Source: an optimization exercise on an open RTL-to-GDS flow (aim: small area, a short achievable clock period and few clock cycles). Production flows keep margins and buffers that such runs may drop.
At most, simulation tests tie the RTL to the original design; equivalence was not proved.
Power and IR drop assume default switching activity.

==> run a <==
==> flow/design.v <==
module cpu (clk, reset, imem_addr, imem_data, dmem_addr, dmem_wdata, dmem_we, dmem_re, dmem_rdata, wb_en, wb_reg, wb_data);
input clk, reset;
output [31:0] imem_addr;
input  [31:0] imem_data;
output [31:0] dmem_addr, dmem_wdata;
output dmem_we, dmem_re;
input  [31:0] dmem_rdata;
output wb_en;
output [4:0] wb_reg;
output [31:0] wb_data;
reg  [31:2] pc;
reg  [31:0] ir;          
reg  [31:2] pc4_d;       
wire [31:2] pc_inc = pc + 30'd1;
wire        taken_m;
reg  [31:2] tgt_m;
assign imem_addr = {pc, 2'b00};
always @(posedge clk) begin
  if (reset) pc <= 30'd0;
  else if (taken_m) pc <= tgt_m;
  else pc <= pc_inc;
  ir <= reset ? 32'd0 : imem_data;
  pc4_d <= pc_inc;
end
wire [5:0] op = ir[31:26];
wire [5:0] fn = ir[5:0];
wire [4:0] rs = ir[25:21];
wire [4:0] rt = ir[20:16];
wire [4:0] rd = ir[15:11];
wire is_r    = op == 6'd0;
wire is_addi = op == 6'd8;
wire is_andi = op == 6'd12;
wire is_ori  = op == 6'd13;
wire is_lw   = op == 6'd35;
wire is_sw   = op == 6'd43;
wire is_beq  = op == 6'd4;
wire is_bne  = op == 6'd5;
wire f_add = is_r & (fn == 6'd32);
wire f_sub = is_r & (fn == 6'd34);
wire f_and = is_r & (fn == 6'd36);
wire f_or  = is_r & (fn == 6'd37);
wire f_slt = is_r & (fn == 6'd42);
wire f_sll = is_r & (fn == 6'd0);
wire f_srl = is_r & (fn == 6'd2);
reg  [31:0] rf [1:31];
wire [31:0] rfw [0:31];
assign rfw[0] = 32'd0;
genvar g;
generate for (g = 1; g < 32; g = g + 1) begin : rfr
  assign rfw[g] = rf[g];
end endgenerate
wire [31:0] rs_val = rfw[rs];
wire [31:0] rt_val = rfw[rt];
reg  [31:0] a_x, b_x;
reg  [15:0] imm_x;
reg  [31:2] tgt_x;
reg  [4:0]  dst_x;
reg         we_x, re_x, st_x, br_x, bne_x;
reg         imm_sel_x, sub_x, s_arith_x, s_and_x, s_or_x, s_slt_x, s_sll_x, s_srl_x;
always @(posedge clk) begin
  a_x   <= rs_val;
  b_x   <= rt_val;
  imm_x <= ir[15:0];
  tgt_x <= pc4_d + {{14{ir[15]}}, ir[15:0]};
  dst_x <= is_r ? rd : rt;
  we_x  <= ~reset & (is_r | is_addi | is_andi | is_ori | is_lw);
  re_x  <= ~reset & is_lw;
  st_x  <= ~reset & is_sw;
  br_x  <= ~reset & (is_beq | is_bne);
  bne_x <= is_bne;
  imm_sel_x <= is_addi | is_andi | is_ori | is_lw | is_sw;
  sub_x     <= f_sub | f_slt | is_beq | is_bne;
  s_arith_x <= f_add | f_sub | is_addi | is_lw | is_sw | is_beq | is_bne;
  s_and_x   <= f_and | is_andi;
  s_or_x    <= f_or | is_ori;
  s_slt_x   <= f_slt;
  s_sll_x   <= f_sll;
  s_srl_x   <= f_srl;
end
wire [31:0] bop = imm_sel_x ? {{16{imm_x[15]}}, imm_x} : b_x;
wire [32:0] sum = {1'b0, a_x} + {1'b0, bop ^ {32{sub_x}}} + {32'd0, sub_x};
wire [4:0]  sh  = imm_x[10:6];
wire [31:0] shl = b_x << sh;
wire [31:0] shr = b_x >> sh;
wire [31:0] res = ({32{s_arith_x}} & sum[31:0])
                | ({32{s_and_x}} & (a_x & bop))
                | ({32{s_or_x}}  & (a_x | bop))
                | ({32{s_sll_x}} & shl)
                | ({32{s_srl_x}} & shr)
                | {31'd0, s_slt_x & ~sum[32]};
reg  [31:0] r_m, sd_m;
reg  [4:0]  dst_m;
reg         we_m, re_m, st_m, br_m, bne_m;
always @(posedge clk) begin
  r_m   <= res;
  sd_m  <= b_x;
  dst_m <= dst_x;
  tgt_m <= tgt_x;
  we_m  <= ~reset & we_x;
  re_m  <= ~reset & re_x;
  st_m  <= ~reset & st_x;
  br_m  <= ~reset & br_x;
  bne_m <= bne_x;
end
assign dmem_addr  = r_m;
assign dmem_wdata = sd_m;
assign dmem_we    = st_m;
assign dmem_re    = re_m;
assign taken_m = br_m & ((r_m == 32'd0) ^ bne_m);
reg  [31:0] d_w;
reg  [4:0]  dst_w;
reg         we_w;
always @(posedge clk) begin
  d_w   <= re_m ? dmem_rdata : r_m;
  dst_w <= dst_m;
  we_w  <= ~reset & we_m;
end
always @(posedge clk)
  if (we_w && dst_w != 5'd0) rf[dst_w] <= d_w;
assign wb_en   = we_w;
assign wb_reg  = dst_w;
assign wb_data = d_w;
endmodule
==> flow/run.sh <==
#!/bin/bash
# synth_recipe.tcl (not shown) runs the flow's synth.tcl, then flattens the netlist and writes it again
# the make line also repeats each setting of config.mk as NAME=value (left out here)
make -C /OpenROAD-flow-scripts/flow DESIGN_CONFIG=/design/flow/config.mk WORK_HOME=/design/flow/orfs CLKGATE_MAP_FILE= SYNTH_SCRIPT=/design/flow/synth_recipe.tcl finish
==> flow/config.mk <==
export PLATFORM = sky130hd
export DESIGN_NAME = cpu
export DESIGN_NICKNAME = cpu
export VERILOG_FILES = /design/flow/design.v
export SDC_FILE = /design/flow/constraint.sdc
export NUM_CORES = 4
export LEC_CHECK = 0
export CAP_MARGIN = 20
export CORE_MARGIN = 2
export CORE_UTILIZATION = 40
export SETUP_SLACK_MARGIN = 3.4
export SLEW_MARGIN = 20
==> flow/constraint.sdc <==
create_clock -name core_clock -period 6.0 [get_ports {clk}]
set_input_delay 1.2000 -clock core_clock [delete_from_list [all_inputs] [get_ports {clk}]]
set_output_delay 1.2000 -clock core_clock [all_outputs]
set_load 0.01 [all_outputs]
==> run b (differences from run a) <==
==> flow/design.v, changed modules only <==
module cpu (clk, reset, imem_addr, imem_data, dmem_addr, dmem_wdata, dmem_we, dmem_re, dmem_rdata, wb_en, wb_reg, wb_data);
input clk, reset;
output [31:0] imem_addr;
input  [31:0] imem_data;
output [31:0] dmem_addr, dmem_wdata;
output dmem_we, dmem_re;
input  [31:0] dmem_rdata;
output wb_en;
output [4:0] wb_reg;
output [31:0] wb_data;
reg  [31:2] pc;
wire [31:2] pc_inc = pc + 30'd1;
reg         taken_w;
reg  [31:0] d_w;
assign imem_addr = {pc, 2'b00};
function [16:0] add16c1(input [15:0] a, input [15:0] b);    
  integer l, k;
  reg [16:0] g, p, g2, p2;
  begin
    g = {a & b, 1'b1};
    p = {a ^ b, 1'b0};
    for (l = 1; l < 32; l = l * 2) begin
      g2 = g; p2 = p;
      for (k = l; k < 17; k = k + 1) begin
        g2[k] = g[k] | (p[k] & g[k-l]);
        p2[k] = p[k] & p[k-l];
      end
      g = g2; p = p2;
    end
    add16c1 = {g[16], (a ^ b) ^ g[15:0]};
  end
endfunction
function [13:0] inc14(input [13:0] a);
  integer k;
  begin
    for (k = 0; k < 14; k = k + 1) inc14[k] = a[k] ^ ((a & ((14'd1 << k) - 14'd1)) == ((14'd1 << k) - 14'd1));
  end
endfunction
function [13:0] dec14(input [13:0] a);
  integer k;
  begin
    for (k = 0; k < 14; k = k + 1) dec14[k] = a[k] ^ ((a & ((14'd1 << k) - 14'd1)) == 14'd0);
  end
endfunction
wire [16:0] tlo = add16c1(pc[17:2], imem_data[15:0]);
wire [31:18] thi_inc = inc14(pc[31:18]);
wire [31:18] thi_dec = dec14(pc[31:18]);
wire [31:18] thi = (tlo[16] == imem_data[15]) ? pc[31:18] : tlo[16] ? thi_inc : thi_dec;
always @(posedge clk) begin
  if (reset) pc <= 30'd0;
  else if (taken_w) pc <= d_w[31:2];    
  else pc <= pc_inc;
end
wire [31:0] ir = imem_data;
wire [5:0] op = ir[31:26];
wire [5:0] fn = ir[5:0];
wire [4:0] rs = ir[25:21];
wire [4:0] rt = ir[20:16];
wire [4:0] rd = ir[15:11];
wire is_r    = op == 6'd0;
wire is_addi = op == 6'd8;
wire is_andi = op == 6'd12;
wire is_ori  = op == 6'd13;
wire is_lw   = op == 6'd35;
wire is_sw   = op == 6'd43;
wire is_beq  = op == 6'd4;
wire is_bne  = op == 6'd5;
wire f_add = is_r & (fn == 6'd32);
wire f_sub = is_r & (fn == 6'd34);
wire f_and = is_r & (fn == 6'd36);
wire f_or  = is_r & (fn == 6'd37);
wire f_slt = is_r & (fn == 6'd42);
wire f_sll = is_r & (fn == 6'd0);
wire f_srl = is_r & (fn == 6'd2);
reg  [31:0] rf [1:31];
wire [31:0] rfw [0:31];
assign rfw[0] = 32'd0;
genvar g;
generate for (g = 1; g < 32; g = g + 1) begin : rfr
  assign rfw[g] = rf[g];
end endgenerate
function [31:0] rdport(input [4:0] a, input [1023:0] r);
  integer k;
  reg [31:0] q [0:7];
  begin
    rdport = 32'd0;
    for (k = 0; k < 8; k = k + 1) begin
      case (a[1:0])
        2'd0: q[k] = r[(4*k)*32 +: 32];
        2'd1: q[k] = r[(4*k+1)*32 +: 32];
        2'd2: q[k] = r[(4*k+2)*32 +: 32];
        default: q[k] = r[(4*k+3)*32 +: 32];
      endcase
      rdport = rdport | (q[k] & {32{a[4:2] == k}});
    end
  end
endfunction
wire [1023:0] rfall;
generate for (g = 0; g < 32; g = g + 1) begin : rfa
  assign rfall[g*32 +: 32] = rfw[g];
end endgenerate
wire [31:0] rs_val = rdport(rs, rfall);
wire [31:0] rt_val = rdport(rt, rfall);
function [31:0] rev(input [31:0] x);
  integer i;
  begin for (i = 0; i < 32; i = i + 1) rev[i] = x[31-i]; end
endfunction
reg  [31:0] a_x, b_x, sd_x;
reg  [4:0]  sh_x;
reg  [4:0]  dst_x;
reg         we_x, re_x, st_x, br_x, bne_x;
reg         sub_x, s_arith_x, s_and_x, s_or_x, s_slt_x, s_sll_x, s_srl_x;
wire imm_sel = is_addi | is_andi | is_ori | is_lw | is_sw;
wire sub     = f_sub | f_slt | is_beq | is_bne;
wire [31:2] btgt = {thi, tlo[15:0]};
always @(posedge clk) begin
  a_x   <= rs_val;
  b_x   <= imm_sel ? {{16{ir[15]}}, ir[15:0]} : rt_val ^ {32{sub}};
  sd_x  <= (is_beq | is_bne) ? {btgt, 2'b00} : f_sll ? rev(rt_val) : rt_val;
  sh_x  <= ir[10:6];
  dst_x <= is_r ? rd : rt;
  we_x  <= ~reset & (is_r | is_addi | is_andi | is_ori | is_lw);
  re_x  <= ~reset & is_lw;
  st_x  <= ~reset & is_sw;
  br_x  <= ~reset & (is_beq | is_bne);
  bne_x <= is_bne;
  sub_x     <= sub;
  s_arith_x <= f_add | f_sub | is_addi | is_lw | is_sw;
  s_and_x   <= f_and | is_andi;
  s_or_x    <= f_or | is_ori;
  s_slt_x   <= f_slt;
  s_sll_x   <= f_sll;
  s_srl_x   <= f_srl;
end
wire [31:0] bx  = b_x;
wire [31:0] g0 = a_x & bx;
wire [31:0] p0 = a_x ^ bx;
wire [31:0] kg [0:5];
wire [31:0] kp [0:5];
assign kg[0] = {g0[30:0], sub_x};
assign kp[0] = {p0[30:0], 1'b0};
genvar l, i;
generate for (l = 0; l < 5; l = l + 1) begin : ks
  for (i = 0; i < 32; i = i + 1) begin : b
    if (i >= (1 << l)) begin : c
      assign kg[l+1][i] = kg[l][i] | (kp[l][i] & kg[l][i - (1 << l)]);
      assign kp[l+1][i] = kp[l][i] & kp[l][i - (1 << l)];
    end else begin : n
      assign kg[l+1][i] = kg[l][i];
      assign kp[l+1][i] = kp[l][i];
    end
  end
end endgenerate
wire [31:0] sum = p0 ^ kg[5];
wire [4:0]  sh  = sh_x;
wire [31:0] shr  = sd_x >> sh;
wire [31:0] oth = ({32{s_and_x}} & (a_x & b_x))
                | ({32{s_or_x}}  & (a_x | b_x))
                | ({32{s_sll_x}} & rev(shr))
                | ({32{s_srl_x}} & shr);
wire        br_eq = &(a_x ^ b_x);
reg  [31:0] r_m, o_m;
reg         taken_m;
reg  [4:0]  dst_m;
reg         we_m, re_m, st_m, ar_m, lt_m, eq_m;
always @(posedge clk) begin
  r_m   <= sum[31:0];
  o_m   <= (st_x | br_x) ? sd_x : oth;
  taken_m <= ~reset & br_x & (br_eq ^ bne_x);
  lt_m  <= s_slt_x & ~a_x[31] & ~b_x[31];
  eq_m  <= s_slt_x & (a_x[31] ^ b_x[31]);
  ar_m  <= s_arith_x;
  dst_m <= dst_x;
  we_m  <= ~reset & we_x;
  re_m  <= ~reset & re_x;
  st_m  <= ~reset & st_x;
end
assign dmem_addr  = r_m;
assign dmem_wdata = o_m;
assign dmem_we    = st_m;
assign dmem_re    = re_m;
reg  [4:0]  dst_w;
reg         we_w;
always @(posedge clk) begin
  d_w   <= re_m ? dmem_rdata : ar_m ? r_m : {o_m[31:1], o_m[0] | lt_m | (eq_m & r_m[31])};
  dst_w <= dst_m;
  we_w  <= ~reset & we_m;
  taken_w <= ~reset & taken_m;
end
always @(posedge clk)
  if (we_w && dst_w != 5'd0) rf[dst_w] <= d_w;
assign wb_en   = we_w;
assign wb_reg  = dst_w;
assign wb_data = d_w;
endmodule
==> impl_metrics.json <==
{
  "status": "complete, no violations",
  "pg_seq_uw": 9830,
  "cpMaxStageDelayCell": "or4_4",
  "drive_gt1_share_pct": 37.47,
  "post_cts_buffers": 204,
  "clock_buffers": 168,
  "first_pass_iters": 8,
  "stdcell_area_um2": 73570,
  "p_leak_uw": 0.02592,
  "synth_top_family_by_area": "multiplexers",
  "place_congestion": 1.014,
  "pwr-share-seq_pct": 47.1,
  "bufAreaShareNonClock_pct": 9.593,
  "placed_cells": 5841,
  "yosys-top-cells-area": "edfxtp_1, mux4_2, dfxtp_1"
}
the above is filed under run b

==> impl_metrics.json <==
{
  "placed_cells": 6278,
  "drive_gt1_share_pct": 25.01,
  "cpMaxStageDelayCell": "or4_1",
  "post_cts_buffers": 184,
  "first_pass_iters": 17,
  "pg_seq_uw": 10900,
  "stdcell_area_um2": 71680,
  "clock_buffers": 190,
  "yosys-top-cells-area": "edfxtp_1, dfxtp_1, a22oi_1",
  "place_congestion": 0.9897,
  "synth_top_family_by_area": "compound AO/OA/AOI/OAI gates",
  "status": "complete, no violations",
  "bufAreaShareNonClock_pct": 8.203
}
the above is filed under run a

Testbench counts of run b, summed over its fixed seeds: cycles 12,873.
Only the layout flow was run in run a; the RTL was not checked for function there.

## port drivers added, routing unchanged
The results above use ideal ports. As a check the final layouts listed here were re-extracted and re-timed, cells and wires unchanged. Step 1 (the two cells are an assumption about what drives the block):
set clk [get_ports {clk}]
set_driving_cell -lib_cell sky130_fd_sc_hd__clkbuf_16 $clk
set_driving_cell -lib_cell sky130_fd_sc_hd__buf_2 [delete_from_list [all_inputs] $clk]
Step 2 moves the port delays by t, midway between the first and last clock arrival at a register: inputs arrive t later, outputs are due t later. That takes back most of the time a late clock gives input paths. Three values: ideal ports, drivers, drivers and shift; two values: the first two.
run | t, ns | setup WS [ns] | slew at the worst register clock pin (ns) | worst slew at a driven data input, ns
run a | 0.878 | 2.756 / 2.756 / 2.756 | 0.07 / 0.07 | 0.09
run b | 0.863 | 3.262 / 3.145 / 2.283 | 0.07 / 0.07 | 0.26
After both steps setup and hold are still met in every run listed. The setup slack of run b, which loses most, moves by -0.117 ns with the drivers and by -0.979 ns with both steps.
